This design comes from an exercise in tuning for small area on the open sky130 flow, not from production work. RTL that was checked went through simulation tests only; none was proved equivalent to the original. Only the layout flow was run in run 6; the RTL was not checked for function there. In runs 5 to 7 the design's own scripts or RTL, not TritonCTS, make the clock network. The flow treats the clock pin as an ideal source. Dropping or thinning the clock tree relies on that and would not hold on a real chip. No activity file was given, so power comes from the tool's default toggle rates.

--- flow/design.v ---
 module top
 (
    input clk,
    input rst,              
    output [7:0] segments,  
    output [3:0] digits     
 );
reg [7:0]   _segments;
reg [3:0]   _digits;
reg [31:0]  _total_segments;
reg [14:0]  _time;               
reg [8:0]   _timer_counter;      
reg [2:0]   _switch_counter;     
assign segments = ~_segments;    
assign digits   = _digits;       
function [7:0] digit_to_segments;
    input [3:0] digit;
    begin
        case (digit)
            4'd0: digit_to_segments = 8'b11111100;
            4'd1: digit_to_segments = 8'b01100000;
            4'd2: digit_to_segments = 8'b11011010;
            4'd3: digit_to_segments = 8'b11110010;
            4'd4: digit_to_segments = 8'b01100110;
            4'd5: digit_to_segments = 8'b10110110;
            4'd6: digit_to_segments = 8'b10111110;
            4'd7: digit_to_segments = 8'b11100000;
            4'd8: digit_to_segments = 8'b11111110;
            4'd9: digit_to_segments = 8'b11110110;
            default:
                  digit_to_segments = 8'b00000000;
        endcase
    end
endfunction
function [31:0] time_to_total_segments;
    input [14:0] time_seconds;
    begin
        time_to_total_segments = {
            digit_to_segments(time_seconds / 1000),          
            digit_to_segments((time_seconds % 1000) / 100),  
            digit_to_segments((time_seconds % 100) / 10),    
            digit_to_segments(time_seconds % 10)             
        };
    end
endfunction
always @(posedge clk)
begin
    if (rst) begin
        _segments       <= 8'b0;
        _digits         <= 4'b1000;
        _total_segments = 32'b0;
        _time           <= 15'b0;
        _timer_counter  <= 9'b0;
        _switch_counter <= 3'b0;
    end else begin
        _timer_counter  <= _timer_counter + 1'b1;
        _switch_counter <= _switch_counter + 1'b1;
        if (_timer_counter >= 270) begin
            _total_segments = time_to_total_segments(_time);
            _timer_counter  <= 9'b0;
            _time           <= (_time < 9999) ? (_time + 1'b1) : (15'b0);
        end
        if (_switch_counter >= 5) begin
            _segments   <= (_digits == 4'b1000) ? (_total_segments[23:16])  :
                           (_digits == 4'b0100) ? (_total_segments[15:8])   :
                           (_digits == 4'b0010) ? (_total_segments[7:0])    :
                           (_digits == 4'b0001) ? (_total_segments[31:24])  :
                                                  (8'b0);
            _digits     <= (_digits == 4'b0001) ? (4'b1000) : (_digits >> 1);
            _switch_counter <= 3'b0;
        end
    end
end
endmodule
--- flow/run.sh ---
#!/bin/bash
# synth_recipe.tcl (not shown) runs the flow's synth.tcl, then flattens the netlist and writes it again
# the make line also repeats each setting of config.mk as NAME=value (left out here)
make -C /OpenROAD-flow-scripts/flow DESIGN_CONFIG=/design/flow/config.mk WORK_HOME=/design/flow/orfs CLKGATE_MAP_FILE= SYNTH_SCRIPT=/design/flow/synth_recipe.tcl finish
--- flow/config.mk ---
export PLATFORM = sky130hd
export DESIGN_NAME = top
export DESIGN_NICKNAME = top
export VERILOG_FILES = /design/flow/design.v
export SDC_FILE = /design/flow/constraint.sdc
export NUM_CORES = 4
export LEC_CHECK = 0
export CAP_MARGIN = 20
export CORE_MARGIN = 2
export CORE_UTILIZATION = 40
export SLEW_MARGIN = 20
--- flow/constraint.sdc ---
create_clock -name core_clock -period 13.5 [get_ports {clk}]
set_input_delay 2.7000 -clock core_clock [delete_from_list [all_inputs] [get_ports {clk}]]
set_output_delay 2.7000 -clock core_clock [all_outputs]
set_load 0.01 [all_outputs]
==> results.toml, run 1 <==
[logic_synthesis]
synth.avg_cell_area_um2 = 6.94
ys.flop_type = "dfxtp_1"
synth_edf_count = 0
yosysWarnings = 1
seq_area_frac_synth_pct = 10.7
synth_top_area_share_pct = 10.7
ys_types = 129
syn-num-nets = 1946
syn_inst = 1909
synth_area_leaders = "dfxtp_1 (11%), nor2_1 (5.7%), nand2_1 (5.3%), xnor2_1 (5.1%), a21oi_1 (4.8%)"
synth_area_mm2 = 0.0133
ys_ff_latch = 71
synth_largest_area_cell = "dfxtp_1"
async_reset_ff_share_pct = 0

[timing]
setup-violations-final = 0
fin_crit_sh_pct = 93.6
max_slew.worst_pin.slew_ps = 1100
clock_skew_ps = 13.2
fin_tns_setup_ps = 0
max-slew-margin-rel_pct = 26.1
min_period_ps = 12630
drv_slew = 0
fmax_mhz = 79.2
hold_viol_final = 0

[floorplanning]
die-width_um = 186
die_y_um = 186
die_area_mm2 = 0.0346
coreArea_mm2 = 0.0326
rows = 66
io_pins = 14
start_util_pct = 40.6

[clocking]
clk_latency_ps = 340
clkSinkCount = 71
cts_tree = "yes"
htreeDepth = 3
cts_made_buffers = 9
cts_buffer_depth = 2
root_buffer = "clkbuf_16"
clk_pin_slew_ps = 60

[setup_path]
cp_slowest_cell = "or4_1"
rr_endpoint = "_segments[6]$_SDFFE_PP0P_"
critical_path.max_stage_delay_ps = 690
end_kind = "register"
r2r-start = "_time[10]$_SDFFE_PP0N_"
critPathRequiredTime_ps = 13720
start_kind = "register"
crit_arrival_ps = 12850
critPathMaxFanout = 18
crit_type = "reg2reg"
worstRegToRegCells = 43
r2r_slack_ps = 870

[pwr]
peakVddDrop_v = 0.0000525
p_total_uw = 471
internal_power_uw = 362
p_comb_share_pct = 3.3
power_leakage_uw = 0.00493
seq_power_share_pct = 45.7
power.density_mw_per_mm2 = 33.4
power_frac_clock_pct = 51.0
netSwitchingFraction_pct = 23.1
switchingPower_uw = 109

[hold_path]
hp-class = "reg2reg"
hold_depth = 1
hold_end = "_total_segments[8]$_SDFF_PP0_"
hold_path.startpoint = "_total_segments[8]$_SDFF_PP0_"

[cells_and_area]
syn_to_final_growth_pct = 6.14
finalInstanceArea_mm2 = 0.0141
final_common_cell = "nor2_1"
fin_nets = 1897
fin_cells = 2307
num_antenna_cells = 0
final_cell_mix = "nor2_1 (201), nand2_1 (187), a21oi_1 (127)"
layout-drive-gt1-share_pct = 9.33

[routing]
vias = 14700
vias_per_cell = 6.35
wirelength_mm = 40.2
drcViolationCount = 0
drtIter0Drc = 1687
ant_nets = 0
wl_per_cell_um = 17.4
dr.pass1.iters = 6

[place]
io_buffers = 13
place_area_mm2 = 0.0137
gp_congestion = 0.919
dp.cells = 2289
dp_hpwl_mm = 30.2

[global_routing]
antenna_found_initial = 0
grt_pass1_wl_mm = 67.1
grt_usage_pct = 23.0
grt_start_max_net_pins = 43
grt_pass1_vias = 13300
grt_overflow = 0

[status]
status = "timing/DRC/antenna clean"

[run]
drv_cap = 0
-- power groups by stage --
stage / registers [uW] / logic [uW] / clock network, uW
floorplan: 219 / 10.9 / 0
global placement: 220 / 15.3 / 0
detailed placement: 220 / 15.7 / 0
CTS: 215 / 15.7 / 244
global route: 216 / 17.9 / 253
finish: 215 / 15.6 / 240
-- cell usage after synthesis, types with 10 or more instances --
cell       instances
a211o_1           12
a211oi_1          28
a21o_1            23
a21oi_1          127
a221oi_1          17
a22oi_1           11
a311oi_1          10
a31oi_1           32
a32oi_1           15
and2_1            36
and3_1            25
buf_2             21
clkbuf_1          69
dfxtp_1           71
ha_1              35
inv_1             48
maj3_1            10
mux2i_1           23
nand2_1          187
nand2b_1          32
nand3_1           70
nand4_1           20
nor2_1           202
nor2b_1           15
nor3_1            82
nor4_1            13
o2111ai_1         13
o211a_1           10
o211ai_1          38
o21a_1            24
o21ai_0           94
o21ai_1           23
o21bai_1          10
o221ai_1          14
o22ai_1           12
o31ai_1           19
or2_2             19
or3_1             24
xnor2_1           77
xor2_1            22
-- worst max path at each step --
stage	from	depth (start not counted)	to
global placement	_time[10]$_SDFFE_PP0N_	43	_segments[3]$_SDFFE_PP0P_
finish	_time[10]$_SDFFE_PP0N_	43	_segments[6]$_SDFFE_PP0P_
CTS	_time[10]$_SDFFE_PP0N_	43	_segments[6]$_SDFFE_PP0P_
detailed placement	_time[10]$_SDFFE_PP0N_	43	_segments[6]$_SDFFE_PP0P_
global route	_time[10]$_SDFFE_PP0N_	44	_segments[3]$_SDFFE_PP0P_
floorplan	_time[10]$_SDFFE_PP0N_	47	_segments[3]$_SDFFE_PP0P_
-- cells by family after synthesis --
kind of cell	after synthesis	synth area share, %
DFF	71	10.7
xor gates and xnor gates	101	6.79
buffers and inverters	166	5.50
muxes	34	2.87
and+or+nand+nor	776	28.9
adders and majority gates	46	4.14
AOI/OAI and AO/OA	715	41.1
-- what timing repair did --
item,CTS,global route
buffers inserted,0,2
hold buffers,0,0
endpoints found under the setup margin,0,18
gates resized for setup,0,8
-- layer usage --
metal  vias up  global-route usage (%)  share of wire, %
met3        36                    1.84               5.2
li1       7213                       -                 -
met4         0                    4.66               1.0
met2       465                    39.0                47
met1      6942                    31.8                47
met5         -                       0                 0
-- registers in the layout, indices dropped and copies added (netlist names) --
| name | cells |
|---|---|
| _total_segments | 32 |
| _segments | 8 |
| _digits | 4 |
| _timer_counter | 9 |
| _switch_counter | 3 |
| _time | 15 |
-- critical path: cells and delay by family (launching register included) --
family	cells	cell delay, ps
compound gates	25	7330
buf+inv	2	310
flops	1	330
fa+ha+maj	3	1020
simple gates	12	3090
mux	1	410
-- through the flow --
step                utilization (%)  hold WS [ps]  setup WS [ps]
floorplan                         -           429           2160
detailed placement             42.0           448            624
CTS                            42.9           466            582
global placement               42.0           446            997
finish                         43.1           461            868
global route                   43.1           475          -9.53
-- cell type report --
class,count,area (um^2)
Inverter,52,195
Timing Repair Buffer,54,438
Multi-Input combinational cell,1672,11200
Clock buffer,10,229
Tap cell,442,553
Clock inverter,6,68.8
Fill cell,3382,18500
Sequential cell,71,1420
==> inputs of run 2 (changes only) <==
==> flow/design.v (replaced) <==
module top
(
    input clk,
    input rst,              
    output [7:0] segments,  
    output [3:0] digits     
);
reg  [8:0] tmr;
wire       sec = tmr[8] & ~tmr[4] & tmr[3] & tmr[2] & ~tmr[1] & tmr[0];
reg  [2:0] sw_cnt;
wire       sw = sw_cnt[2] & ~sw_cnt[1];
reg  [1:0] pos;
reg        pend;
reg  [3:0] d3, d2, d1, d0;
wire inc = sw & (sec | pend);
function [3:0] bcd_inc;
    input [3:0] d;
    begin
        bcd_inc[0] = ~d[0];
        bcd_inc[1] = ~d[3] & (d[1] ^ d[0]);
        bcd_inc[2] = d[2] ^ (d[1] & d[0]);
        bcd_inc[3] = d[3] ^ (d[0] & (d[3] | (d[2] & d[1])));
    end
endfunction
wire c0 = inc;
wire c1 = c0 & d0[3] & d0[0];
wire c2 = c1 & d1[3] & d1[0];
wire c3 = c2 & d2[3] & d2[0];
always @(posedge clk) begin
    if (rst) begin
        tmr    <= 9'h001;
        sw_cnt <= 3'b000;
        pos    <= 2'b00;
        pend   <= 1'b0;
        d0     <= 4'hF;
        d1     <= 4'hF;
        d2     <= 4'hF;
        d3     <= 4'hF;
    end else begin
        tmr    <= sec ? 9'h001 : {tmr[7:0], tmr[8] ^ tmr[3]};
        sw_cnt <= {sw_cnt[1:0], ~sw_cnt[2]};
        pend   <= ~sw & (sec | pend);
        if (sw)
            pos <= {pos[0], ~pos[1]};
        if (c0) d0 <= bcd_inc(d0);
        if (c1) d1 <= bcd_inc(d1);
        if (c2) d2 <= bcd_inc(d2);
        if (c3) d3 <= bcd_inc(d3);
    end
end
wire [3:0] d = (pos == 2'b00) ? d3 :
               (pos == 2'b01) ? d2 :
               (pos == 2'b11) ? d1 : d0;
assign digits = {pos == 2'b00, pos == 2'b01, pos == 2'b11, pos == 2'b10};
assign segments[7] = (~d[3] & ~d[2] & ~d[1] & d[0]) | (d[3] & d[2]) | (d[2] & ~d[1] & ~d[0]);
assign segments[6] = (d[3] & d[2]) | (d[2] & ~d[1] & d[0]) | (d[2] & d[1] & ~d[0]);
assign segments[5] = (d[3] & d[2]) | (~d[2] & d[1] & ~d[0]);
assign segments[4] = (~d[3] & ~d[2] & ~d[1] & d[0]) | (d[2] & ~d[1] & ~d[0]) | (d[2] & d[1] & d[0]);
assign segments[3] = (d[2] & ~d[1]) | d[0];
assign segments[2] = (~d[3] & ~d[2] & d[0]) | (~d[2] & d[1]) | (d[1] & d[0]);
assign segments[1] = (~d[3] & ~d[2] & ~d[1]) | (d[2] & d[1] & d[0]);
assign segments[0] = 1'b1;
endmodule
==> run 2 against run 1 <==
  * Final cell count decreased by 91%
  * Critical path type is now reg2out
  * Synthesized area decreased by 89%
  * Sequential share of layout area increased by 26 points
  * Register-to-register slack improved by 11000 ps
==> results.toml, run 2 <==
[routing]
vias = 1201
met1Wirelength_mm = 1.40
vias_per_cell = 5.51
top_layer_used = "met4"
dr.pass1.iters = 4
wl_per_cell_um = 13.5
wirelength_mm = 2.94
ant_nets = 0
drcViolationCount = 0
wl_met3_um = 106
drtIter0Drc = 53
met2_length_mm = 1.39

[hold_path]
hold_depth = 1
hold_path.startpoint = "tmr[7]$_SDFF_PP0_"
hp-class = "reg2reg"
hold_end = "tmr[8]$_SDFF_PP0_"

[timing]
rsz0062_at_grt = "no"
hold_slack_ps = 428
min_period_ps = 5060
drv_slew = 0
clock_skew_ps = 6.77
setup-violations-final = 0
max_slew.worst_pin.slew_ps = 560
fmax_mhz = 198
fin_tns_setup_ps = 0
max-slew-margin-rel_pct = 62.6
fin_crit_sh_pct = 37.5
hold_viol_final = 0

[global_routing]
grt_usage_pct = 15.1
grt_pass1_vias = 1106
grt_pass1_wl_mm = 5.00
grt_overflow = 0
grt_start_max_net_pins = 15
antenna_found_initial = 0

[pwr]
peakVddDrop_v = 0.0000598
power.density_mw_per_mm2 = 108
power_leakage_uw = 0.000700

[place]
dp_hpwl_mm = 2.12
io_buffers = 12
gp_congestion = 0.814

[logic_synthesis]
synth_area_leaders = "dfxtp_1 (41%), mux4_2 (5.9%), o21ai_0 (3.6%), ha_1 (3.3%), and2_1 (2.9%)"
synth.most_common_cell = "dfxtp_1"
ys_ff_latch = 31
ys.flop_type = "dfxtp_1"
syn_inst = 162
yosysWarnings = 1
seq_area_frac_synth_pct = 40.7
synth_area_mm2 = 0.00152
ys_types = 45
async_reset_ff_share_pct = 0
synth_common_cells = "dfxtp_1 (31), nand2_1 (11), o21ai_0 (11)"
synth_edf_count = 0
synth_largest_area_cell = "dfxtp_1"
synth_top_area_share_pct = 40.7
synth.avg_cell_area_um2 = 9.41
syn-num-nets = 168

[clocking]
cts.repair.resized = 0
cts_tree = "yes"
htreeDepth = 2
root_buffer = "clkbuf_8"
cts_made_buffers = 5
cts_buffer_depth = 2
clkSinkCount = 31
clk_pin_slew_ps = 70
cts_hold_buf = 0
post_cts_buffers = 0
clk_latency_ps = 280

[status]
status = "timing/DRC/antenna clean"

[setup_path]
critPathRequiredTime_ps = 10800
r2r_slack_ps = 11870
r2r-start = "sw_cnt[1]$_SDFF_PP0_"
cp.buffers_inverters = 1
rr_endpoint = "d3[1]$_SDFFE_PP1P_"
critical_path.max_stage_delay_ps = 630
crit_family = "multiplexers"
critPathMaxFanout = 10
end_kind = "primary output"
crit_type = "reg2out"
cp.depth = 5
crit_arrival_ps = 2360
start_kind = "register"
crit_top_cell = "nor2_1"
worstRegToRegCells = 4
cp_slowest_cell = "mux4_2"
crit_chain = "mux4_2 > xor2_1 > nor2_1 > nor2_1 > clkdlybuf4s50_1"

[floorplanning]
io_pins = 14
die_y_um = 65.7
start_util_pct = 41.6
die_area_mm2 = 0.00432
die-width_um = 65.7
rows = 22
coreArea_mm2 = 0.00366

[cells_and_area]
syn_to_final_growth_pct = 14.0
layout-drive-gt1-share_pct = 10.0
fin_nets = 176
final_common_cell = "dfxtp_1"
final_cell_mix = "dfxtp_1 (31), clkdlybuf4s50_1 (12), o21ai_0 (11), nand2_1 (11)"
num_antenna_cells = 0
largest_reg_flops = 9

[run]
drv_cap = 0
==> run 2: cell types whose count changed in the layout (fill, tap and decap cells not counted), moves of 31 or more <==
cell | before | now
nand2b_1 | 32 | 1
xnor2_1 | 76 | 1
nand3_1 | 70 | 7
a21oi_1 | 127 | 5
nor3_1 | 81 | 3
o211ai_1 | 38 | 2
ha_1 | 35 | 4
inv_1 | 48 | 8
dfxtp_1 | 70 | 31
o21ai_0 | 93 | 11
nand2_1 | 187 | 11
buf_4 | 41 | 0
nor2_1 | 201 | 8
==> run 2: logic make-up (layout without fill, tap and decap cells) <==
logic type,count (synthesis),in the layout,synth area share (%)
simple gates,63,63,24.5
flops,31,31,40.7
buf+inv,20,28,6.73
compound gates,36,36,16.7
fa+ha+maj,4,4,3.28
other cells,1,1,0.246
mux,5,5,6.57
xor+xnor,2,2,1.15
==> run 2: stage by stage <==
step | instance area, um^2 | total power [uW] | std cells | worst slack, ps | util (%)
after detailed placement | 1640 | 103 | 211 | 8720 | 44.7
after CTS | 1740 | 190 | 218 | 8410 | 47.5
final | 1740 | 188 | 218 | 8440 | 47.5
after global placement | 1640 | 103 | 211 | 8760 | 44.7
after global routing | 1740 | 194 | 218 | 8260 | 47.5
after floorplan | 1520 | 101 | 162 | 9360 | -
==> run 2: area by class of cell <==
| type | instances | area (um^2) |
|---|---|---|
| Clock inverter | 1 | 30.0 |
| Timing Repair Buffer | 12 | 120 |
| Inverter | 9 | 33.8 |
| Fill cell | 340 | 1920 |
| Tap cell | 48 | 60.1 |
| Sequential cell | 31 | 621 |
| Clock buffer | 6 | 72.6 |
| Multi-Input combinational cell | 111 | 801 |
==> run 2: worst max path at each step <==
| stage | startpoint | slack (ps) | end |
|---|---|---|---|
| floorplan | pos[0]$_SDFFE_PP0P_ | 9360 | segments[6] |
| global placement | pos[0]$_SDFFE_PP0P_ | 8760 | segments[6] |
| detailed placement | pos[0]$_SDFFE_PP0P_ | 8720 | segments[6] |
| CTS | pos[0]$_SDFFE_PP0P_ | 8410 | segments[6] |
| global route | pos[0]$_SDFFE_PP0P_ | 8260 | segments[6] |
| finish | pos[0]$_SDFFE_PP0P_ | 8440 | segments[6] |
==> run 2: layer usage <==
metal	up-vias	global-route usage, %
met2	18	24.6
li1	603	-
met4	0	6.25
met5	-	0
met3	6	4.11
met1	574	18.7
==> run 2: worst reg2reg max path: stages, from the launching register on <==
cell	delay (ps)
dfxtp_1	320
and2b_1	490
nand4_4	190
or4b_1	490
nand3_1	90
==> run 2: report_power, final <==
part | internal (uW) | leakage (uW) | switching (uW) | total, uW
clock network | 54.0 | 0.0000513 | 33.1 | 87.1
logic | 2.79 | 0.000396 | 3.76 | 6.55
registers | 92.9 | 0.000252 | 1.22 | 94.1
==> inputs of run 3 (changes only) <==
==> flow/flow/run.sh (new file) <==
#!/bin/bash
# Standard ORFS layout (standard.sh) with smaller port buffers and a lean clock tree.
set -euo pipefail
cd "$(dirname "$0")/.."
export BUFFER_PORTS_ARGS="-buffer_cell sky130_fd_sc_hd__buf_1"
export CTS_ARGS="-sink_clustering_enable -repair_clock_nets -dont_use_dummy_load -buf_list sky130_fd_sc_hd__clkbuf_4 -root_buf sky130_fd_sc_hd__clkbuf_4 -sink_clustering_size 50 -sink_clustering_max_diameter 500"
bash standard.sh > standard.log 2>&1
==> flow/standard.sh (new file) <==
#!/bin/bash
# synth_recipe.tcl (not shown) runs the flow's synth.tcl, then flattens the netlist and writes it again
# the make line also repeats each setting of config.mk as NAME=value (left out here)
make -C /OpenROAD-flow-scripts/flow DESIGN_CONFIG=/design/flow/config.mk WORK_HOME=/design/flow/orfs CLKGATE_MAP_FILE= SYNTH_SCRIPT=/design/flow/synth_recipe.tcl "${@:-finish}"
--- a/flow/config.mk
+++ b/flow/config.mk
@@ -7,2 +7,3 @@
 export LEC_CHECK = 0
+export ABC_AREA = 1
 export CAP_MARGIN = 20
removed: flow/run.sh
==> run 3 against run 2 <==
  * Critical path type unchanged
  * Highest routed layer unchanged
  * Wire length down 3.5%
  * Cell area down 5.7%
  * Register-to-register slack better by 160 ps
  * Worst hold slack worse by 16 ps
==> results.toml, run 3 <==
[cells_and_area]
syn_to_final_growth_pct = 7.03
layout-drive-gt1-share_pct = 9.81
final_common_cell = "nand2_1"
fin_nets = 222
final_cell_mix = "nand2_1 (38), dfxtp_1 (31), inv_1 (28)"
largest_reg_flops = 9
num_antenna_cells = 0
postLayoutCoreUtil_pct = 44.8

[setup_path]
cp.depth = 9
cp_slowest_cell = "dfxtp_1"
critical_path.max_stage_delay_ps = 510
crit_family = "flip-flops"
crit_chain = "inv_1 > o21ai_1 > o211ai_1 > o21ai_2 > inv_2 > nor2_1 > nand2_1 > nand3_1 > buf_1"
crit_type = "reg2out"
cp.buffers_inverters = 3
critPathRequiredTime_ps = 10800
critPathMaxFanout = 9
worstRegToRegCells = 9
r2r_slack_ps = 12030
rr_endpoint = "d3[1]$_SDFFE_PP1P_"
r2r-start = "tmr[3]$_SDFF_PP0_"
start_kind = "register"
end_kind = "primary output"
crit_arrival_ps = 1910

[logic_synthesis]
synth_area_leaders = "dfxtp_1 (41%), nand2_1 (9.3%), inv_1 (6.9%), nand3_1 (6.2%), nor2_1 (5.4%)"
syn_inst = 202
syn-num-nets = 208
synth_largest_area_cell = "dfxtp_1"
synth_common_cells = "nand2_1 (38), dfxtp_1 (31), inv_1 (28)"
synth.most_common_cell = "nand2_1"
synth.avg_cell_area_um2 = 7.58
ys.flop_type = "dfxtp_1"
seq_area_frac_synth_pct = 40.5
ys_ff_latch = 31
async_reset_ff_share_pct = 0
synth_edf_count = 0
synth_top_area_share_pct = 40.5
synth_area_mm2 = 0.00153
yosysWarnings = 1
ys_types = 33

[hold_path]
hold_path.startpoint = "sw_cnt[0]$_SDFF_PP0_"
hp-class = "reg2reg"
hold_depth = 2
hold_end = "sw_cnt[1]$_SDFF_PP0_"

[timing]
max_slew.worst_pin.slew_ps = 505
fin_crit_sh_pct = 34.1
drv_slew = 0
clock_skew_ps = 18.0
fmax_mhz = 217
max-slew-margin-rel_pct = 66.1
fin_tns_setup_ps = 0
setup-violations-final = 0
min_period_ps = 4610
hold_viol_final = 0
rsz0062_at_grt = "no"

[place]
io_buffers = 12
dp_hpwl_mm = 2.08
gp_congestion = 0.719

[routing]
ant_nets = 0
vias_per_cell = 4.79
drtIter0Drc = 60
wirelength_mm = 2.83
wl_per_cell_um = 10.8
dr.pass1.iters = 4
drcViolationCount = 0
vias = 1255

[floorplanning]
io_pins = 14
die_y_um = 65.9
start_util_pct = 41.8
die-width_um = 65.9
rows = 22
coreArea_mm2 = 0.00366
die_area_mm2 = 0.00434

[pwr]
power.density_mw_per_mm2 = 93.1
p_total_uw = 153
peakVddDrop_v = 0.0000602
power_leakage_uw = 0.000729

[clocking]
clk_pin_slew_ps = 100
cts_buffer_depth = 2
cts_tree = "yes"
cts_hold_buf = 0
cts_made_buffers = 5
post_cts_buffers = 0
clkSinkCount = 31
clk_latency_ps = 330
htreeDepth = 2
root_buffer = "clkbuf_4"
cts.repair.resized = 0

[global_routing]
antenna_found_initial = 0
grt_pass1_wl_mm = 4.96
grt_pass1_vias = 1114
grt_start_max_net_pins = 19
grt_overflow = 0
grt_usage_pct = 15.0

[status]
status = "timing/DRC/antenna clean"

[run]
drv_cap = 0
==> run 3: cell count changes in the layout (fill, tap and decap cells not counted), moves of 4 or more <==
| cell | change |
|---|---|
| nor2b_1 | -6 |
| nor2_1 | +14 |
| and2_1 | -7 |
| nand3_1 | +12 |
| clkdlybuf4s50_1 | -12 |
| mux4_2 | -4 |
| inv_1 | +20 |
| clkbuf_4 | +5 |
| clkbuf_8 | -5 |
| nand2_1 | +27 |
| buf_1 | +12 |
==> run 3: routing by layer <==
metal  share of wire [%]  global-route usage [%]  vias up
li1                    -                       -      678
met1                  51                    19.8      553
met2                  43                    22.5       18
met3                 3.8                    5.11        6
met4                 1.7                    5.47        0
met5                   0                       0        -
==> run 3: worst min-delay path, stage by stage, from the launching register on <==
cell and delay (ps):
dfxtp_1 310, inv_1 40, nor2_1 30
==> run 3: layout make-up <==
cell class / instances / area [um^2]
well taps: 48 / 60.1
flip-flops and latches: 31 / 621
inverters: 32 / 120
repair buffers: 12 / 45.0
clock buffers: 5 / 37.5
multi-input cells: 134 / 756
fillers: 402 / 2020
==> run 3: through the flow <==
stage	instances	setup slack [ps]	instance area (um^2)	hold slack (ps)
floorplan	202	9540	1530	388
global placement	257	9270	1600	390
detailed placement	257	9250	1600	401
CTS	262	8900	1640	416
global route	262	8660	1640	425
finish	262	8890	1640	411
==> run 3: how the worst max path moves through the flow <==
stage                        start          end  slack, ps
2_1_floorplan  pos[1]$_SDFFE_PP0P_  segments[5]       9540
3_3_place_gp   pos[0]$_SDFFE_PP0P_  segments[4]       9270
3_5_place_dp   pos[0]$_SDFFE_PP0P_  segments[7]       9250
4_1_cts        pos[0]$_SDFFE_PP0P_  segments[7]       8900
5_1_grt        pos[0]$_SDFFE_PP0P_  segments[4]       8660
6_report       pos[0]$_SDFFE_PP0P_  segments[7]       8890
==> run 3: cell families (layout without fill, tap and decap cells) <==
group | after synthesis | count (layout) | share of synthesized area [%]
other | 1 | 1 | 0.245
buffers and inverters | 37 | 49 | 10.1
AO/OA/AOI/OAI | 30 | 30 | 12.2
XOR/XNOR | 4 | 4 | 2.29
adder cells (fa/ha/maj) | 4 | 4 | 3.27
AND/OR/NAND/NOR | 95 | 95 | 31.4
flip-flops | 31 | 31 | 40.5
==> run 3: power breakdown <==
group | leakage (uW) | internal, uW | total [uW] | switching, uW
Combinational | 0.000454 | 3.77 | 11.9 | 8.11
Clock | 0.0000230 | 17.4 | 46.5 | 29.2
Sequential | 0.000252 | 92.9 | 94.2 | 1.37
Total | 0.000729 | 114 | 153 | 38.7
==> inputs of run 4 (changes only) <==
==> flow/flow/run.sh (replaced) <==
#!/bin/bash
# The standard layout (standard.sh) with three changes:
#  - synthesis maps the logic with an area-oriented ABC script (synth.tcl, area.abc);
#  - port buffers are the smallest buffer, sky130_fd_sc_hd__buf_1;
#  - a lean clock tree: no dummy loads, few clock buffers.
set -euo pipefail
cd "$(dirname "$0")/.."
W=$PWD
sed "s#SYNTH_SCRIPT=[^ ]*#SYNTH_SCRIPT=$W/flow/synth.tcl#" standard.sh > my_standard.sh
grep -q "SYNTH_SCRIPT=$W/flow/synth.tcl" my_standard.sh
export BUFFER_PORTS_ARGS="-buffer_cell sky130_fd_sc_hd__buf_1"
export CTS_ARGS="-sink_clustering_enable -repair_clock_nets -dont_use_dummy_load -buf_list sky130_fd_sc_hd__clkbuf_4 -root_buf sky130_fd_sc_hd__clkbuf_4 -sink_clustering_size 50 -sink_clustering_max_diameter 500"
bash my_standard.sh > standard.log 2>&1
==> flow/flow/area.abc (new file) <==
strash
&get -n
&deepsyn -T 30
&dch -f
&nf -R 1000
&put
topo
==> flow/flow/synth.tcl (new file) <==
# The standard flow's synthesis script (synth_recipe.tcl) with one change: ABC maps the logic with
# area.abc, an area-oriented script, in place of ORFS's own ABC script.
set area_abc [file join [file dirname [file normalize [info script]]] area.abc]
proc synth {args} { yosys synth -nofsm -noshare {*}$args }
proc abc {args} {
  set i [lsearch -exact $args -script]
  if { $i >= 0 } { lset args [expr { $i + 1 }] $::area_abc }
  yosys abc {*}$args
}
source $::env(SCRIPTS_DIR)/synth.tcl
# left out here: clear keep_hierarchy, flatten, clean up, hide names made inside functions, write 1_2_yosys.v
--- a/flow/config.mk
+++ b/flow/config.mk
@@ -7,6 +7,6 @@
 export LEC_CHECK = 0
-export ABC_AREA = 1
 export CAP_MARGIN = 20
 export CORE_MARGIN = 2
-export CORE_UTILIZATION = 40
+export CORE_UTILIZATION = 65
+export PLACE_DENSITY = 0.75
 export SLEW_MARGIN = 20
==> run 4 against run 3 <==
  * Critical path depth fell by 1
  * Largest power group unchanged
  * Highest routed layer unchanged
  * Clock skew fell by 14 ps
  * Still clean on timing, DRC and antenna
  * Flip-flop and latch count did not move
==> results.toml, run 4 <==
[status]
status = "timing/DRC/antenna clean"

[timing]
drv_slew = 0
min_period_ps = 5300
fin_tns_setup_ps = 0
rsz0062_at_grt = "no"
setup-violations-final = 0
hold_viol_final = 0
fin_crit_sh_pct = 39.3
max-slew-margin-rel_pct = 37.0
max_slew.worst_pin.slew_ps = 945
clock_skew_ps = 3.53
fmax_mhz = 189

[floorplanning]
coreArea_mm2 = 0.00192
io_pins = 14
start_util_pct = 66.9
rows = 16
die-width_um = 48.5
die_area_mm2 = 0.00235
die_y_um = 48.5

[logic_synthesis]
syn_inst = 142
seq_area_frac_synth_pct = 48.2
syn-num-nets = 148
ys_types = 27
synth_top_area_share_pct = 48.2
synth.avg_cell_area_um2 = 9.06
yosysWarnings = 1
async_reset_ff_share_pct = 0
synth_largest_area_cell = "dfxtp_1"
synth_edf_count = 0
synth_area_leaders = "dfxtp_1 (48%), o21ai_0 (6.2%), and2_0 (3.9%), ha_1 (3.9%), nand2b_1 (3.9%)"
synth_common_cells = "dfxtp_1 (31), o21ai_0 (16), nand2_1 (11)"
ys.flop_type = "dfxtp_1"
synth.most_common_cell = "dfxtp_1"
ys_ff_latch = 31
synth_area_mm2 = 0.00129

[clocking]
cts_hold_buf = 0
cts_tree = "yes"
clkSinkCount = 31
clk_pin_slew_ps = 80
cts_made_buffers = 5
clk_latency_ps = 320
htreeDepth = 2
post_cts_buffers = 0
cts.repair.resized = 0
cts_buffer_depth = 2
root_buffer = "clkbuf_4"

[place]
io_buffers = 12
gp_congestion = 0.849
dp_hpwl_mm = 1.67

[setup_path]
critPathMaxFanout = 9
crit_arrival_ps = 2600
crit_type = "reg2out"
critical_path.max_stage_delay_ps = 550
crit_family = "compound AO/OA/AOI/OAI gates"
cp_slowest_cell = "a21boi_0"
worstRegToRegCells = 10
crit_chain = "nor2b_1 > a222oi_1 > a21boi_0 > o21ai_0 > o21ai_0 > nand2_1 > o21ai_0 > buf_1"
end_kind = "primary output"
crit_top_cell = "o21ai_0"
cp.depth = 8
critPathRequiredTime_ps = 10800
cp.buffers_inverters = 1
start_kind = "register"

[cells_and_area]
fill_cells = 151
postLayoutCoreUtil_pct = 72.6
layout-drive-gt1-share_pct = 3.16
num_antenna_cells = 0
largest_reg_flops = 9
syn_to_final_growth_pct = 8.46
final_common_cell = "dfxtp_1"
final_cell_mix = "dfxtp_1 (31), o21ai_0 (16), buf_1 (12)"
fin_nets = 166

[hold_path]
hp-class = "reg2reg"
hold_depth = 1

[pwr]
peakVddDrop_v = 0.0000972
switchingPower_uw = 34.7
internal_power_uw = 115
power_leakage_uw = 0.000547
seq_power_share_pct = 62.7
p_comb_share_pct = 7.9
power.density_mw_per_mm2 = 107
netSwitchingFraction_pct = 23.2
power_frac_clock_pct = 29.4

[routing]
wl_per_cell_um = 12.4
drcViolationCount = 0
dr.pass1.iters = 4
vias = 1040
wirelength_mm = 2.30
ant_nets = 0
vias_per_cell = 5.62
drtIter0Drc = 27

[global_routing]
grt_overflow = 0
grt_usage_pct = 22.0
antenna_found_initial = 0
grt_pass1_wl_mm = 3.92
grt_pass1_vias = 924
grt_start_max_net_pins = 27

[run]
drv_cap = 0
-- run 4: changes by cell type in the layout (fill, tap and decap cells not counted), moves of 5 or more --
cell / previous run / this run
nand2b_1: 0 / 8
nor2_1: 22 / 8
and2_0: 0 / 8
nand4_1: 6 / 1
inv_1: 28 / 0
and3_1: 0 / 7
nor2b_1: 0 / 7
clkinv_1: 1 / 6
nand3_1: 19 / 0
o21ai_0: 9 / 16
nand2_1: 38 / 11
-- run 4: final timing paths --
kind / endpoint / start / slack, ps
max reg2reg: d3[3]$_SDFFE_PP1P_ / tmr[3]$_SDFF_PP0_ / 10940
min: sw_cnt[0]$_SDFF_PP0_ / sw_cnt[2]$_SDFF_PP0_ / 440
min reg2reg: sw_cnt[0]$_SDFF_PP0_ / sw_cnt[2]$_SDFF_PP0_ / 440
max: segments[6] / pos[0]$_SDFFE_PP0P_ / 8200
-- run 4: metal layers --
| metal | wire (um) | part of all wire [%] | vias to the layer above | global-route usage (%) |
|---|---|---|---|---|
| met4 | 48 | 2.1 | 0 | 13.3 |
| met5 | 0 | 0 | - | 0 |
| met3 | 100 | 4.4 | 4 | 6.79 |
| met2 | 1050 | 46 | 23 | 34.7 |
| met1 | 1100 | 48 | 482 | 26.5 |
| li1 | - | - | 531 | - |
-- run 4: cell families (layout without fill, tap and decap cells) --
logic type	count (synthesis)	count (layout)	synth area share, %
AOI/OAI and AO/OA	41	41	20.3
xor gates and xnor gates	3	3	2.04
adders and majority gates	4	4	3.89
buffers and inverters	7	23	2.33
DFF	31	31	48.2
other	1	1	0.292
and+or+nand+nor	55	55	22.9
-- run 4: cell type report --
| cell class | count | area, um^2 | area share (%) |
|---|---|---|---|
| Multi-Input combinational cell | 104 | 636 | 45.6 |
| Sequential cell | 31 | 621 | 44.5 |
| Timing Repair Buffer | 12 | 45.0 | 3.23 |
| Clock buffer | 5 | 37.5 | 2.69 |
| Tap cell | 27 | 33.8 | 2.42 |
| Inverter | 6 | 22.5 | 1.61 |
-- run 4: worst reg2reg max path: cells and delay by family, from the launching register on --
family | cells | cell delay [ps]
AO/OA/AOI/OAI | 2 | 240
flip-flops | 1 | 380
AND/OR/NAND/NOR | 8 | 1820
-- run 4: stage by stage --
step                      area, um^2  total power, uW  setup WS, ps  instances  hold slack (ps)
after global routing            1400              156          7930        185              470
after detailed placement        1360              108          8560        180              425
after global placement          1360              107          8790        180              415
after CTS                       1400              150          8200        185              450
final                           1400              149          8200        185              443
after floorplan                 1290              104          8650        142              403
-- run 4: power by group through the flow --
stage	Clock, uW	Combinational (uW)	Sequential (uW)
finish	43.9	11.7	93.6
global route	48.9	13.0	93.8
CTS	44.9	11.8	93.6
detailed placement	0	11.7	95.8
global placement	0	11.4	95.7
floorplan	0	7.98	95.5
==> inputs of run 5 (changes only) <==
--- a/flow/flow/run.sh
+++ b/flow/flow/run.sh
@@ -11,3 +11,5 @@
 export BUFFER_PORTS_ARGS="-buffer_cell sky130_fd_sc_hd__buf_1"
-export CTS_ARGS="-sink_clustering_enable -repair_clock_nets -dont_use_dummy_load -buf_list sky130_fd_sc_hd__clkbuf_4 -root_buf sky130_fd_sc_hd__clkbuf_4 -sink_clustering_size 50 -sink_clustering_max_diameter 500"
+export PRE_CTS_TCL=$W/flow/cts_hook.tcl
+export CLK_SLEW_TARGET=0.110
+export CLK_TREE_CONFIGS="clkbuf_4:2 clkbuf_4:3 clkbuf_16:1 clkbuf_8:2 clkbuf_4:4 clkbuf_8:3 clkbuf_8:4"
 bash my_standard.sh > standard.log 2>&1
==> flow/flow/area.abc (replaced) <==
strash
&get -n
&deepsyn -T 30
&put
dch -f
amap -F 20 -A 30
topo
==> flow/flow/cts_hook.tcl (new file) <==
proc cts_clusters {nbuf} {
  set sinks {}
  foreach p [get_pins -hierarchical */CLK] {
    set loc [[sta::sta_to_db_inst [get_cells -of_objects $p]] getLocation]
    lappend sinks [list $p [lindex $loc 0] [lindex $loc 1]]
  }
  set n [llength $sinks]
  set sorted [lsort -real -index 1 $sinks]
  set cent {}
  for {set k 0} {$k < $nbuf} {incr k} {
    set s [lindex $sorted [expr {int(($k + 0.5) * $n / $nbuf)}]]
    lappend cent [list [lindex $s 1] [lindex $s 2]]
  }
  for {set it 0} {$it < 50} {incr it} {
    set groups [lrepeat $nbuf {}]
    foreach s $sinks {
      set best 0
      set bd 1e18
      for {set k 0} {$k < $nbuf} {incr k} {
        set c [lindex $cent $k]
        set d [expr {abs([lindex $s 1] - [lindex $c 0]) + abs([lindex $s 2] - [lindex $c 1])}]
        if {$d < $bd} {
          set bd $d
          set best $k
        }
      }
      lset groups $best [concat [lindex $groups $best] [list $s]]
    }
    set cent {}
    foreach g $groups {
      set sx 0.0
      set sy 0.0
      foreach s $g {
        set sx [expr {$sx + [lindex $s 1]}]
        set sy [expr {$sy + [lindex $s 2]}]
      }
      set m [expr {max(1, [llength $g])}]
      lappend cent [list [expr {$sx / $m}] [expr {$sy / $m}]]
    }
  }
  return [list $groups $cent]
}

proc cts_max_clk_slew {} {
  set worst 0.0
  foreach p [get_pins -hierarchical */CLK] {
    set s [expr {max([get_property $p slew_max_rise], [get_property $p slew_max_fall])}]
    if {$s > $worst} { set worst $s }
  }
  return $worst
}

proc clock_tree_synthesis {args} {
  set block [ord::get_db_block]
  set dbu [$block getDbUnitsPerMicron]
  set target $::env(CLK_SLEW_TARGET)
  set_propagated_clock [all_clocks]
  foreach cfg $::env(CLK_TREE_CONFIGS) {
    lassign [split $cfg :] cell nbuf
    lassign [cts_clusters $nbuf] groups cent
    set bufs {}
    set k 0
    foreach g $groups c $cent {
      if {[llength $g] == 0} continue
      set pins {}
      foreach s $g { lappend pins [lindex $s 0] }
      insert_buffer -buffer_cell sky130_fd_sc_hd__$cell -net clk -load_pins $pins \
        -location [list [expr {double([lindex $c 0]) / $dbu}] [expr {double([lindex $c 1]) / $dbu}]] \
        -buffer_name clkbuf_leaf_${k}_clk -net_name clknet_leaf_${k}_clk
      incr k
    }
    set bufs [get_cells clkbuf_leaf_*]
    detailed_placement
    estimate_parasitics -placement
    set slew [cts_max_clk_slew]
    puts "clock tree $cfg: [llength $bufs] buffers, max clock-pin slew [format %.1f [expr {$slew * 1e3}]] ps"
    if {$slew <= $target} break
    if {[llength $bufs] > 0} { remove_buffers {*}$bufs }
  }
  set_propagated_clock [all_clocks]
}
--- a/flow/flow/synth.tcl
+++ b/flow/flow/synth.tcl
@@ -1,3 +1,4 @@
-# The standard flow's synthesis script (synth_recipe.tcl) with one change: ABC maps the logic with
-# area.abc, an area-oriented script, in place of ORFS's own ABC script.
+# The standard flow's synthesis script (synth_recipe.tcl) with two changes: ABC maps the logic with
+# area.abc, an area-oriented script, in place of ORFS's own ABC script; and no half or full
+# adder cells are extracted first, so ABC maps that logic too.
 set area_abc [file join [file dirname [file normalize [info script]]] area.abc]
@@ -9,2 +10,3 @@
 }
+proc extract_fa {args} {}
 source $::env(SCRIPTS_DIR)/synth.tcl
--- a/flow/config.mk
+++ b/flow/config.mk
@@ -8,5 +8,5 @@
 export CAP_MARGIN = 20
-export CORE_MARGIN = 2
-export CORE_UTILIZATION = 65
-export PLACE_DENSITY = 0.75
+export CORE_AREA = 2.3 2.72 61.64 61.2
+export DIE_AREA = 0 0 64 64
+export PLACE_DENSITY = 0.85
 export SLEW_MARGIN = 20
==> run 5 against run 4 <==
  * Register-to-register slack got worse by 450 ps
  * Worst setup slack improved by 340 ps
  * Global-route usage fell by 10 points
  * Worst hold slack got worse by 18 ps
  * Wire length fell by 1.7%
  * Clock skew rose by 9.8 ps
  * Synthesized cell count rose by 8.5%
  * Synthesized area fell by 4.8%
  * Maximum frequency rose by 6.8%
  * Power fell by 6.9%
  * Critical endpoint unchanged
  * Utilization fell by 33 points
  * Largest power group unchanged
  * Combinational power rose by 13%
  * Largest cell class is now flip-flops and latches
==> results.toml, run 5 <==
[timing]
fin_tns_setup_ps = 0
fin_crit_sh_pct = 36.8
max-slew-margin-rel_pct = 65.3
fmax_mhz = 202
hold_slack_ps = 426
max_slew.worst_pin.slew_ps = 517
hold_viol_final = 0
drv_slew = 0
setup-violations-final = 0
min_period_ps = 4960
clock_skew_ps = 13.3
rsz0062_at_grt = "no"

[logic_synthesis]
syn-num-nets = 156
synth.avg_cell_area_um2 = 7.95
synth_largest_area_cell = "dfxtp_1"
seq_area_frac_synth_pct = 50.7
synth.most_common_cell = "dfxtp_1"
synth_edf_count = 0
ys_types = 22
synth_top_area_share_pct = 50.7
ys.flop_type = "dfxtp_1"
synth_common_cells = "dfxtp_1 (31), nor2_1 (25), clkinv_1 (22)"
syn_inst = 154
synth_area_mm2 = 0.00122
ys_ff_latch = 31
async_reset_ff_share_pct = 0
synth_area_leaders = "dfxtp_1 (51%), nor2_1 (7.7%), o21ai_0 (6.9%), clkinv_1 (6.7%), nand2_1 (4.3%)"
yosysWarnings = 1

[pwr]
peakVddDrop_v = 0.0000565
power_leakage_uw = 0.000520
power.density_mw_per_mm2 = 103

[routing]
wirelength_mm = 2.26
drtIter0Drc = 78
wl_per_cell_um = 10.5
drcViolationCount = 0
vias = 1008
ant_nets = 0
vias_per_cell = 4.71
dr.pass1.iters = 4

[cells_and_area]
final_common_cell = "dfxtp_1"
fin_nets = 172
layout-drive-gt1-share_pct = 1.79
num_antenna_cells = 0
largest_reg_flops = 9
final_cell_mix = "dfxtp_1 (31), nor2_1 (25), clkinv_1 (22)"
syn_to_final_growth_pct = 9.60
finalInstanceArea_mm2 = 0.00134
fill_cells = 329

[place]
gp_congestion = 0.839
io_buffers = 12
place_area_mm2 = 0.00132
dp_hpwl_mm = 1.76

[setup_path]
start_kind = "register"
crit_type = "reg2out"
critPathMaxFanout = 5
rr_endpoint = "d3[2]$_SDFFE_PP1P_"
critPathRequiredTime_ps = 10800
crit_chain = "clkinv_1 > nor2_1 > a222oi_1 > o21ai_0 > clkinv_1 > o21a_1 > or2_0 > o21ai_0 > buf_1"
worstRegToRegCells = 14
cp_slowest_cell = "dfxtp_1"
crit_arrival_ps = 2260
r2r_slack_ps = 10490
r2r-start = "tmr[3]$_SDFF_PP0_"
critical_path.max_stage_delay_ps = 370
crit_family = "compound AO/OA/AOI/OAI gates"
cp.buffers_inverters = 3
end_kind = "primary output"

[hold_path]
hold_depth = 2
hp-class = "reg2reg"
hold_path.startpoint = "tmr[1]$_SDFF_PP0_"
hold_end = "tmr[2]$_SDFF_PP0_"

[floorplanning]
start_util_pct = 36.1
rows = 21
die-width_um = 64
io_pins = 14
die_area_mm2 = 0.00410
coreArea_mm2 = 0.00339
die_y_um = 64

[clocking]
cts.repair.resized = 0
cts_hold_buf = 0
post_cts_buffers = 0
clk_latency_ps = 170
clk_pin_slew_ps = 110

[global_routing]
grt_start_max_net_pins = 14
grt_pass1_wl_mm = 4.00
grt_overflow = 0
grt_pass1_vias = 897
grt_usage_pct = 11.6
antenna_found_initial = 0

[run]
drv_cap = 0

[status]
status = "timing/DRC/antenna clean"
## run 5: metal layers
| metal | part of all wire (%) | track usage [%] |
|---|---|---|
| met1 | 48 | 16.2 |
| met2 | 47 | 19.3 |
| met3 | 4.3 | 1.41 |
| met4 | 1.5 | 2.17 |
| met5 | 0 | 0 |
## run 5: worst max path at each step
stage / startpoint / end / slack [ps] / depth (start not counted)
global placement: pos[0]$_SDFFE_PP0P_ / segments[6] / 8830 / 9
detailed placement: pos[1]$_SDFFE_PP0P_ / segments[6] / 8760 / 10
finish: pos[0]$_SDFFE_PP0P_ / segments[6] / 8540 / 9
global route: pos[1]$_SDFFE_PP0P_ / segments[6] / 8200 / 10
floorplan: pos[1]$_SDFFE_PP0P_ / segments[6] / 8610 / 9
CTS: pos[1]$_SDFFE_PP0P_ / segments[6] / 8550 / 10
## run 5: layout make-up
type	instances	area, um^2	area share [%]
multi-input combinational	100	514	38.3
timing repair buffer	12	45.0	3.36
sequential	31	621	46.2
inverter	22	82.6	6.15
tap	46	57.6	4.29
## run 5: kinds of logic after synthesis
logic type	Yosys count	share of synthesized area [%]
AOI/OAI and AO/OA	34	16.9
buffers and inverters	23	7.35
DFF	31	50.7
and+or+nand+nor	65	24.8
other	1	0.306
## run 5: stage by stage
| stage | power (uW) | setup slack, ps | cells | util [%] |
|---|---|---|---|---|
| floorplan | 105 | 8610 | 154 | - |
| global placement | 109 | 8830 | 211 | 38.9 |
| detailed placement | 109 | 8760 | 211 | 38.9 |
| CTS | 140 | 8550 | 214 | 39.6 |
| global route | 147 | 8200 | 214 | 39.6 |
| finish | 139 | 8540 | 214 | 39.6 |
## run 5: worst register-to-register path, cell delays in order (launching register included)
cell,delay [ps]
dfxtp_1,350
clkinv_1,100
nor3_1,300
nor2_1,100
nor3_1,250
clkinv_1,170
nor3_1,470
and3_1,310
and3_1,250
nand2_1,100
clkinv_1,70
nand2_1,90
nor2_1,100
a21oi_1,40
or2_0,200
## run 5: power by group
| group | internal, uW | switching (uW) |
|---|---|---|
| sequential | 92.8 | 0.680 |
| combinational | 4.44 | 8.80 |
| clock | 10.7 | 21.5 |
| total | 108 | 31.0 |
==> inputs of run 6 (changes only) <==
==> flow/design.v (replaced) <==
module top
(
    input clk,
    input rst,
    output [7:0] segments,
    output [3:0] digits
);
reg  [8:0] tmr_q;
wire [8:0] tmr = tmr_q ^ 9'd173;
wire       sec = tmr[8] & ~tmr[4] & tmr[3] & tmr[2] & ~tmr[1] & tmr[0];
reg  [2:0] sw_q;
wire [2:0] sw_cnt = sw_q ^ 3'd2;
wire       sw = sw_cnt[2] & ~sw_cnt[1];
reg  [1:0] pos_q;
wire [1:0] pos = pos_q ^ 2'd0;
reg        pend_q;
wire       pend = pend_q ^ 1'd0;
reg  [3:0] d3_q, d2_q, d1_q, d0_q;
wire [3:0] d3 = d3_q ^ 4'd11, d2 = d2_q ^ 4'd13, d1 = d1_q ^ 4'd15, d0 = d0_q ^ 4'd11;
wire inc = sw & (sec | pend);
function [3:0] nxt;
    input [3:0] d;
    begin
        nxt[0] = (~d[0]);
        nxt[1] = (~d[3]&~d[1]&d[0]) | (d[1]&~d[0]);
        nxt[2] = (~d[2]&d[1]&d[0]) | (d[2]&~d[1]) | (d[2]&~d[0]);
        nxt[3] = (~d[3]&d[2]&d[1]&d[0]) | (d[3]&~d[0]);
    end
endfunction
function cy;
    input [3:0] d;
    cy = (d[3]&d[0]);
endfunction
wire c0 = inc;
wire c1 = c0 & cy(d0);
wire c2 = c1 & cy(d1);
wire c3 = c2 & cy(d2);
always @(posedge clk) begin
    if (rst) begin
        tmr_q  <= 9'h001 ^ 9'd173;
        sw_q   <= 3'b000 ^ 3'd2;
        pos_q  <= 2'b00 ^ 2'd0;
        pend_q <= 1'b0 ^ 1'd0;
        d0_q   <= 4'd15 ^ 4'd11;
        d1_q   <= 4'd15 ^ 4'd15;
        d2_q   <= 4'd15 ^ 4'd13;
        d3_q   <= 4'd15 ^ 4'd11;
    end else begin
        tmr_q  <= (sec ? 9'h001 : {tmr[7:0], tmr[8] ^ tmr[3]}) ^ 9'd173;
        sw_q   <= {sw_cnt[1:0], ~sw_cnt[2]} ^ 3'd2;
        pend_q <= (~sw & (sec | pend)) ^ 1'd0;
        if (sw)
            pos_q <= {pos[0], ~pos[1]} ^ 2'd0;
        if (c0) d0_q <= nxt(d0) ^ 4'd11;
        if (c1) d1_q <= nxt(d1) ^ 4'd15;
        if (c2) d2_q <= nxt(d2) ^ 4'd13;
        if (c3) d3_q <= nxt(d3) ^ 4'd11;
    end
end
wire [3:0] d = (pos == 2'b00) ? d3 :
               (pos == 2'b01) ? d2 :
               (pos == 2'b11) ? d1 : d0;
assign digits = {pos == 2'b00, pos == 2'b01, pos == 2'b11, pos == 2'b10};
assign segments[7] = (~d[3]&~d[2]&~d[1]&d[0]) | (d[3]&d[2]) | (d[2]&~d[1]&~d[0]);
assign segments[6] = (d[3]&d[2]) | (d[2]&~d[1]&d[0]) | (d[2]&d[1]&~d[0]);
assign segments[5] = (d[3]&d[2]) | (~d[2]&d[1]&~d[0]);
assign segments[4] = (~d[3]&~d[2]&~d[1]&d[0]) | (d[2]&~d[1]&~d[0]) | (d[2]&d[1]&d[0]);
assign segments[3] = (d[2]&~d[1]) | (d[0]);
assign segments[2] = (~d[3]&~d[2]&d[0]) | (~d[2]&d[1]) | (d[1]&d[0]);
assign segments[1] = (~d[3]&~d[2]&~d[1]) | (d[2]&d[1]&d[0]);
assign segments[0] = 1'b1;
endmodule
==> flow/flow/area.abc (replaced) <==
strash
dch -f
amap -F 20 -A 30
topo
==> run 6 against run 5 <==
  * Cell area shrank 3.0%
  * Synthesized cell count is 7.1% lower
  * Largest power group unchanged
  * Sequential power about the same
  * Largest cell class unchanged
  * Utilization decreased by 1.2 points
  * Die area unchanged
  * Clock skew is 10 ps lower
  * Clock power increased by 7.5%
  * Wire length down 4.6%
  * Critical path type unchanged
  * Still clean on timing, DRC and antenna
  * Flip-flop and latch count is the same
  * Synthesized area down 3.7%
  * Via count shrank 0.89%
  * Maximum frequency down 1.2%
==> results.toml, run 6 <==
[routing]
vias = 999
drcViolationCount = 0
ant_nets = 0
wirelength_mm = 2.15
wl_per_cell_um = 10.7
drtIter0Drc = 30
vias_per_cell = 4.95
dr.pass1.iters = 4

[pwr]
netSwitchingFraction_pct = 19.2
seq_power_share_pct = 70.3
p_comb_share_pct = 3.7
peakVddDrop_v = 0.0000789
internal_power_uw = 108
power_leakage_uw = 0.000442
power_frac_clock_pct = 26.0
power.density_mw_per_mm2 = 102
switchingPower_uw = 25.7

[logic_synthesis]
syn_inst = 143
ys_ff_latch = 31
synth_top_area_share_pct = 52.6
synth_common_cells = "dfxtp_1 (31), nor2_1 (31), nand2_1 (13)"
ys_types = 21
synth-xor-area-share_pct = 0
synth_area_mm2 = 0.00118
synth-adder-area-share_pct = 0
synth_mux_area_share_pct = 0
synth_edf_count = 0
synth_top_family_by_area = "simple AND/OR/NAND/NOR gates"
synth_compound_area_share_pct = 20.9
synth.avg_cell_area_um2 = 8.25
syn-num-nets = 145
synth_area_leaders = "dfxtp_1 (53%), nor2_1 (9.9%), a21oi_1 (5.1%), o21ai_0 (4.2%), nand2_1 (4.1%)"
async_reset_ff_share_pct = 0
ys.flop_type = "dfxtp_1"
synth_largest_area_cell = "dfxtp_1"
seq_area_frac_synth_pct = 52.6
synth-simple-area-share_pct = 22.1
yosysWarnings = 1

[timing]
drv_slew = 0
fmax_mhz = 199
clock_skew_ps = 3.19
fin_crit_sh_pct = 37.2
max_slew.worst_pin.slew_ps = 742
min_period_ps = 5020
setup-violations-final = 0
hold_slack_ps = 376
max-slew-margin-rel_pct = 50.5
rsz0062_at_grt = "no"
fin_tns_setup_ps = 0
hold_viol_final = 0
worst_slack_ps = 8480

[status]
status = "timing/DRC/antenna clean"

[cells_and_area]
syn_to_final_growth_pct = 10.4
final-seq-area_um2 = 621
finalInstanceArea_mm2 = 0.00130
fin_nets = 160
fill_cells = 347
final_cell_mix = "nor2_1 (31), dfxtp_1 (31), nand2_1 (13)"
layout-drive-gt1-share_pct = 1.28
postLayoutCoreUtil_pct = 38.4
num_antenna_cells = 0
multiInputGateArea_um2 = 510

[floorplanning]
die_y_um = 64
coreArea_mm2 = 0.00339
die_area_mm2 = 0.00410
rows = 21
start_util_pct = 34.8
io_pins = 14
die-width_um = 64

[global_routing]
grt_overflow = 0
grt_pass1_vias = 937
grt_pass1_wl_mm = 3.87
top_usage_layer = "met2"
grt_usage_pct = 11.1
grt_start_max_net_pins = 18
antenna_found_initial = 0
grt_use_met1_pct = 15.3
met3_usage_pct = 1.06
met2_usage_pct = 19.0

[setup_path]
critical_path.max_stage_delay_ps = 390
critPathRequiredTime_ps = 10800
cp_slowest_cell = "dfxtp_1"
end_kind = "primary output"
critPathMaxFanout = 8
crit_arrival_ps = 2320
cp.buffers_inverters = 3
crit_chain = "clkinv_1 > nor2_1 > a222oi_1 > o32ai_1 > clkinv_1 > nor3_1 > o21a_1 > nand2b_1 > buf_1"
start_kind = "register"
crit_type = "reg2out"
crit_top_cell = "clkinv_1"
crit_family = "simple AND/OR/NAND/NOR gates"

[hold_path]
hp-class = "reg2reg"

[run]
drv_cap = 0

[clocking]
clk_pin_slew_ps = 90
post_cts_buffers = 0
cts_hold_buf = 0
clk_latency_ps = 150
cts.repair.resized = 0

[place]
dp_hpwl_mm = 1.65
gp_congestion = 0.923
post-place-ws_ps = 8650
io_buffers = 12
place_area_mm2 = 0.00127
==> run 6: cell types whose count changed in the layout (fill, tap and decap cells not counted), moves of 3 or more <==
cell,previous run,this run
clkinv_1,22,11
nor2b_1,7,0
o21ai_0,17,10
a21oi_1,6,12
nor2_1,25,31
a31oi_1,0,5
or2_0,7,3
a211oi_1,0,3
and3_1,3,0
clkbuf_4,3,0
o22ai_1,3,0
==> run 6: area by class of cell <==
cell class	instances	share of cell area, %
inverter	11	3.17
sequential	31	47.6
tap	46	4.42
multi-input combinational	100	39.2
timing repair buffer	12	3.46
==> run 6: per-layer routing <==
layer / vias up / routed length [um]
li1: 530 / -
met1: 451 / 1080
met2: 14 / 972
met3: 4 / 78
met4: 0 / 18
met5: - / 0
==> run 6: worst paths after layout <==
check,start,endpoint,slack (ps),cells after the start
worst max-delay path,pos_q[0]$_SDFFE_PP0P_,segments[7],8480,9
worst min-delay path,tmr_q[6]$_SDFF_PP0_,tmr_q[7]$_SDFF_PP1_,380,1
worst max register to register,tmr_q[3]$_SDFF_PP1_,d3_q[2]$_SDFFE_PP1P_,10310,10
worst min register to register,tmr_q[6]$_SDFF_PP0_,tmr_q[7]$_SDFF_PP1_,380,1
==> run 6: cells by family after synthesis <==
family,Yosys count
flip-flops,31
AND/OR/NAND/NOR,60
AO/OA/AOI/OAI,39
other,1
buffers and inverters,12
==> run 6: worst reg2reg max path, delay by kind of cell (launching register included) <==
kind	cells	cell delay (ps)
AO/OA/AOI/OAI	2	310
AND/OR/NAND/NOR	8	2430
flip-flops	1	340
==> run 6: stage by stage <==
stage                     total power, uW  instances
after floorplan                      98.9        143
after global placement                101        200
after detailed placement              101        200
after CTS                             135        202
after global routing                  139        202
final                                 133        202
==> run 6: power by group through the flow <==
stage               Clock (uW)  Sequential [uW]  Combinational, uW
CTS                       36.3             93.8               4.89
global placement             0             95.9               4.76
finish                    34.6             93.8               4.92
detailed placement           0             95.9               4.93
global route              39.6             94.0               5.57
floorplan                    0             95.7               3.26
==> inputs of run 7 (changes only) <==
==> flow/design.v (replaced) <==
module top
(
    input clk,
    input rst,
    output [7:0] segments,
    output [3:0] digits
);
reg  [8:0] tmr_q;
wire [8:0] tmr = tmr_q ^ 9'd165;
wire       sec = tmr[8] & ~tmr[4] & tmr[3] & tmr[2] & ~tmr[1] & tmr[0];
reg  [2:0] sw_q;
wire [2:0] sw_cnt = sw_q ^ 3'd2;
wire       sw = sw_cnt[2] & ~sw_cnt[1];
reg  [1:0] pos_q;
wire [1:0] pos = pos_q ^ 2'd3;
reg        pend_q;
wire       pend = pend_q ^ 1'd0;
reg  [3:0] d3_q, d2_q, d1_q, d0_q;
wire [3:0] d3 = d3_q ^ 4'd12, d2 = d2_q ^ 4'd9, d1 = d1_q ^ 4'd9, d0 = d0_q ^ 4'd1;
wire [3:0] m3 = 4'd12, m2 = 4'd9, m1 = 4'd9, m0 = 4'd1;
wire inc = sw & (sec | pend);
function cy;
    input [3:0] d;
    cy = d[3] & d[0];
endfunction
wire c0 = inc;
wire c1 = c0 & cy(d0);
wire c2 = c1 & cy(d1);
wire c3 = c2 & cy(d2);
always @(posedge clk) begin
    if (rst) begin
        tmr_q  <= 9'h001 ^ 9'd165;
        sw_q   <= 3'b000 ^ 3'd2;
        pos_q  <= 2'b00 ^ 2'd3;
        pend_q <= 1'b0 ^ 1'd0;
        d0_q   <= 4'hF ^ 4'd1;
        d1_q   <= 4'hF ^ 4'd9;
        d2_q   <= 4'hF ^ 4'd9;
        d3_q   <= 4'hF ^ 4'd12;
    end else begin
        tmr_q  <= (sec ? 9'h001 : {tmr[7:0], tmr[8] ^ tmr[3]}) ^ 9'd165;
        sw_q   <= {sw_cnt[1:0], ~sw_cnt[2]} ^ 3'd2;
        pend_q <= (~sw & (sec | pend)) ^ 1'd0;
        if (sw)
            pos_q <= {pos[0], ~pos[1]} ^ 2'd3;
        if (c0) d0_q[0] <= ~d0[0] ^ m0[0];
        if (c0 & d0[0]) d0_q[1] <= (~d0[3] & ~d0[1]) ^ m0[1];
        if (c0 & d0[1] & d0[0]) d0_q[2] <= ~d0[2] ^ m0[2];
        if (c0 & d0[0]) d0_q[3] <= (~d0[3] & d0[2] & d0[1]) ^ m0[3];
        if (c1) d1_q[0] <= ~d1[0] ^ m1[0];
        if (c1 & d1[0]) d1_q[1] <= (~d1[3] & ~d1[1]) ^ m1[1];
        if (c1 & d1[1] & d1[0]) d1_q[2] <= ~d1[2] ^ m1[2];
        if (c1 & d1[0]) d1_q[3] <= (~d1[3] & d1[2] & d1[1]) ^ m1[3];
        if (c2) d2_q[0] <= ~d2[0] ^ m2[0];
        if (c2 & d2[0]) d2_q[1] <= (~d2[3] & ~d2[1]) ^ m2[1];
        if (c2 & d2[1] & d2[0]) d2_q[2] <= ~d2[2] ^ m2[2];
        if (c2 & d2[0]) d2_q[3] <= (~d2[3] & d2[2] & d2[1]) ^ m2[3];
        if (c3) d3_q[0] <= ~d3[0] ^ m3[0];
        if (c3 & d3[0]) d3_q[1] <= (~d3[3] & ~d3[1]) ^ m3[1];
        if (c3 & d3[1] & d3[0]) d3_q[2] <= ~d3[2] ^ m3[2];
        if (c3 & d3[0]) d3_q[3] <= (~d3[3] & d3[2] & d3[1]) ^ m3[3];
    end
end
wire [3:0] d = (pos == 2'b00) ? d3 :
               (pos == 2'b01) ? d2 :
               (pos == 2'b11) ? d1 : d0;
assign digits = {pos == 2'b00, pos == 2'b01, pos == 2'b11, pos == 2'b10};
assign segments[7] = (~d[3]&~d[2]&~d[1]&d[0]) | (d[3]&d[2]) | (d[2]&~d[1]&~d[0]);
assign segments[6] = (d[3]&d[2]) | (d[2]&~d[1]&d[0]) | (d[2]&d[1]&~d[0]);
assign segments[5] = (d[3]&d[2]) | (~d[2]&d[1]&~d[0]);
assign segments[4] = (~d[3]&~d[2]&~d[1]&d[0]) | (d[2]&~d[1]&~d[0]) | (d[2]&d[1]&d[0]);
assign segments[3] = (d[2]&~d[1]) | (d[0]);
assign segments[2] = (~d[3]&~d[2]&d[0]) | (~d[2]&d[1]) | (d[1]&d[0]);
assign segments[1] = (~d[3]&~d[2]&~d[1]) | (d[2]&d[1]&d[0]);
assign segments[0] = 1'b1;
endmodule
--- a/flow/flow/run.sh
+++ b/flow/flow/run.sh
@@ -13,3 +13,3 @@
 export CLK_SLEW_TARGET=0.110
-export CLK_TREE_CONFIGS="clkbuf_4:2 clkbuf_4:3 clkbuf_16:1 clkbuf_8:2 clkbuf_4:4 clkbuf_8:3 clkbuf_8:4"
+export CLK_TREE_CONFIGS="clkbuf_4:2 buf_4:2 buf_12:1 buf_4:3 buf_6:2 clkbuf_4:3 clkbuf_16:1 buf_6:3 clkbuf_8:2 clkbuf_4:4 clkbuf_8:3"
 bash my_standard.sh > standard.log 2>&1
==> run 7 against run 6 <==
  * Die area unchanged
  * Maximum frequency is 1.7% lower
  * Combinational power rose by about 60%
  * Sequential share of layout area increased by 0.28 points
  * Sequential power barely moved
  * Still clean on timing, DRC and antenna
  * Global-route usage shrank 0.14 points
  * Clock power fell by 5%
  * Flip-flop and latch count is the same
  * Clock skew grew 24 ps
  * Cell area down 0.58%
  * Critical path depth is 1 lower
  * Synthesized cell count shrank 0.70%
==> results.toml, run 7 <==
[cells_and_area]
fin_nets = 160
postLayoutCoreUtil_pct = 38.2
layout-drive-gt1-share_pct = 1.92
num_antenna_cells = 0
final_cell_mix = "dfxtp_1 (31), nor2_1 (25), clkinv_1 (19)"
largest_reg_flops = 9
final_common_cell = "dfxtp_1"
finalInstanceArea_mm2 = 0.00129
syn_to_final_growth_pct = 9.99

[floorplanning]
die_y_um = 64
die_area_mm2 = 0.00410
start_util_pct = 34.7
rows = 21
coreArea_mm2 = 0.00339
io_pins = 14
die-width_um = 64

[place]
dp_hpwl_mm = 1.68
gp_congestion = 0.808
io_buffers = 12
post-place-ws_ps = 8590
place_area_mm2 = 0.00127

[timing]
drv_slew = 0
clock_skew_ps = 27.4
max_slew.worst_pin.slew_ps = 618
min_period_ps = 5110
rsz0062_at_grt = "no"
fin_tns_setup_ps = 0
worst_slack_ps = 8390
setup-violations-final = 0
fmax_mhz = 196
hold_viol_final = 0
max-slew-margin-rel_pct = 58.8
fin_crit_sh_pct = 37.8

[setup_path]
r2r_slack_ps = 10390
start_kind = "register"
end_kind = "primary output"
critPathRequiredTime_ps = 10800
crit_type = "reg2out"
critPathMaxFanout = 7
crit_arrival_ps = 2410

[clocking]
cts.repair.resized = 0
post_cts_buffers = 0
cts_hold_buf = 0
clk_latency_ps = 140
clk_pin_slew_ps = 110

[logic_synthesis]
synth_top_area_share_pct = 52.7
synth_area_leaders = "dfxtp_1 (53%), nor2_1 (8.0%), clkinv_1 (6.1%), o21ai_0 (5.5%), a21oi_1 (4.7%)"
synth_common_cells = "dfxtp_1 (31), nor2_1 (25), clkinv_1 (19)"
synth_area_mm2 = 0.00118
ys.flop_type = "dfxtp_1"
ys_ff_latch = 31
async_reset_ff_share_pct = 0
yosysWarnings = 1
synth.avg_cell_area_um2 = 8.29
ys_types = 22
syn-num-nets = 144
synth.most_common_cell = "dfxtp_1"
seq_area_frac_synth_pct = 52.7
synth_largest_area_cell = "dfxtp_1"
synth_edf_count = 0
syn_inst = 142

[pwr]
internal_power_uw = 107
power.density_mw_per_mm2 = 104
peakVddDrop_v = 0.0000519
power_frac_clock_pct = 24.5
p_comb_share_pct = 5.9
power_leakage_uw = 0.000453
switchingPower_uw = 27.8
seq_power_share_pct = 69.6
netSwitchingFraction_pct = 20.7

[global_routing]
grt_pass1_wl_mm = 3.79
met2_usage_pct = 19.8
grt_start_max_net_pins = 15
antenna_found_initial = 0
grt_usage_pct = 11.0
grt_pass1_vias = 909
grt_overflow = 0
met3_usage_pct = 2.11
top_usage_layer = "met2"
grt_use_met1_pct = 13.9

[status]
status = "timing/DRC/antenna clean"

[routing]
vias = 982
dr.pass1.iters = 4
drcViolationCount = 0
ant_nets = 0
drtIter0Drc = 53
vias_per_cell = 4.86
wirelength_mm = 2.18
wl_per_cell_um = 10.8

[hold_path]
hp-class = "reg2reg"

[run]
drv_cap = 0
run 7: cell types whose count changed in the layout (fill, tap and decap cells not counted), sizes merged, moves of 3 or more:
| cell | delta |
|---|---|
| and2 | +3 |
| buf | +3 |
| clkinv | +8 |
| nor2 | -6 |
| nor3 | -3 |
| o21ai | +3 |
| o22ai | +4 |
run 7: logic make-up after synthesis:
family | count (synthesis) | synth area share (%)
other | 1 | 0.319
buffers and inverters | 20 | 6.70
DFF | 31 | 52.7
and+or+nand+nor | 46 | 16.6
AOI/OAI and AO/OA | 44 | 23.7
run 7: layer usage:
metal / share of wire, % / vias up
met3: 6.7 / 3
li1: - / 524
met5: 0 / -
met1: 46 / 438
met2: 47 / 17
met4: 0.69 / 0
run 7: metrics by stage:
| step | total power (uW) | hold slack, ps | cells |
|---|---|---|---|
| 2_1_floorplan | 101 | 343 | 142 |
| 3_3_place_gp | 104 | 345 | 199 |
| 3_5_place_dp | 104 | 355 | 199 |
| 4_1_cts | 136 | 380 | 202 |
| 5_1_grt | 139 | 399 | 202 |
| 6_report | 135 | 374 | 202 |
run 7: cell type report:
type | instances | area (um^2)
well taps | 46 | 57.6
repair buffers | 12 | 45.0
multi-input cells | 91 | 478
inverters | 19 | 71.3
fillers | 345 | 2090
flip-flops and latches | 31 | 621
run 7: worst max-delay path, cell delays in order, from the launching register on:
cell      delay, ps
dfxtp_1         450
clkinv_1        170
nor2_1          350
clkinv_1        190
o22ai_1         430
clkinv_1        200
o32ai_1         160
o21bai_1        150
buf_1           160
run 7: path summary, 6_finish.rpt:
kind | from | to | cells past startpoint
worst max register to register | tmr_q[3]$_SDFF_PP0_ | d3_q[2]$_SDFFE_PP0P_ | 11
worst min register to register | tmr_q[6]$_SDFF_PP0_ | tmr_q[7]$_SDFF_PP1_ | 1
worst max-delay path | pos_q[0]$_SDFFE_PP1P_ | segments[4] | 8
worst min-delay path | tmr_q[6]$_SDFF_PP0_ | tmr_q[7]$_SDFF_PP1_ | 1
run 7: power groups by stage:
stage / Combinational [uW] / Sequential, uW / Clock (uW)
final: 7.88 / 93.8 / 33.0
after global routing: 8.86 / 94.0 / 36.0
after CTS: 7.98 / 93.8 / 34.6
after detailed placement: 7.97 / 95.9 / 0
after global placement: 7.75 / 95.8 / 0
after floorplan: 5.51 / 95.7 / 0
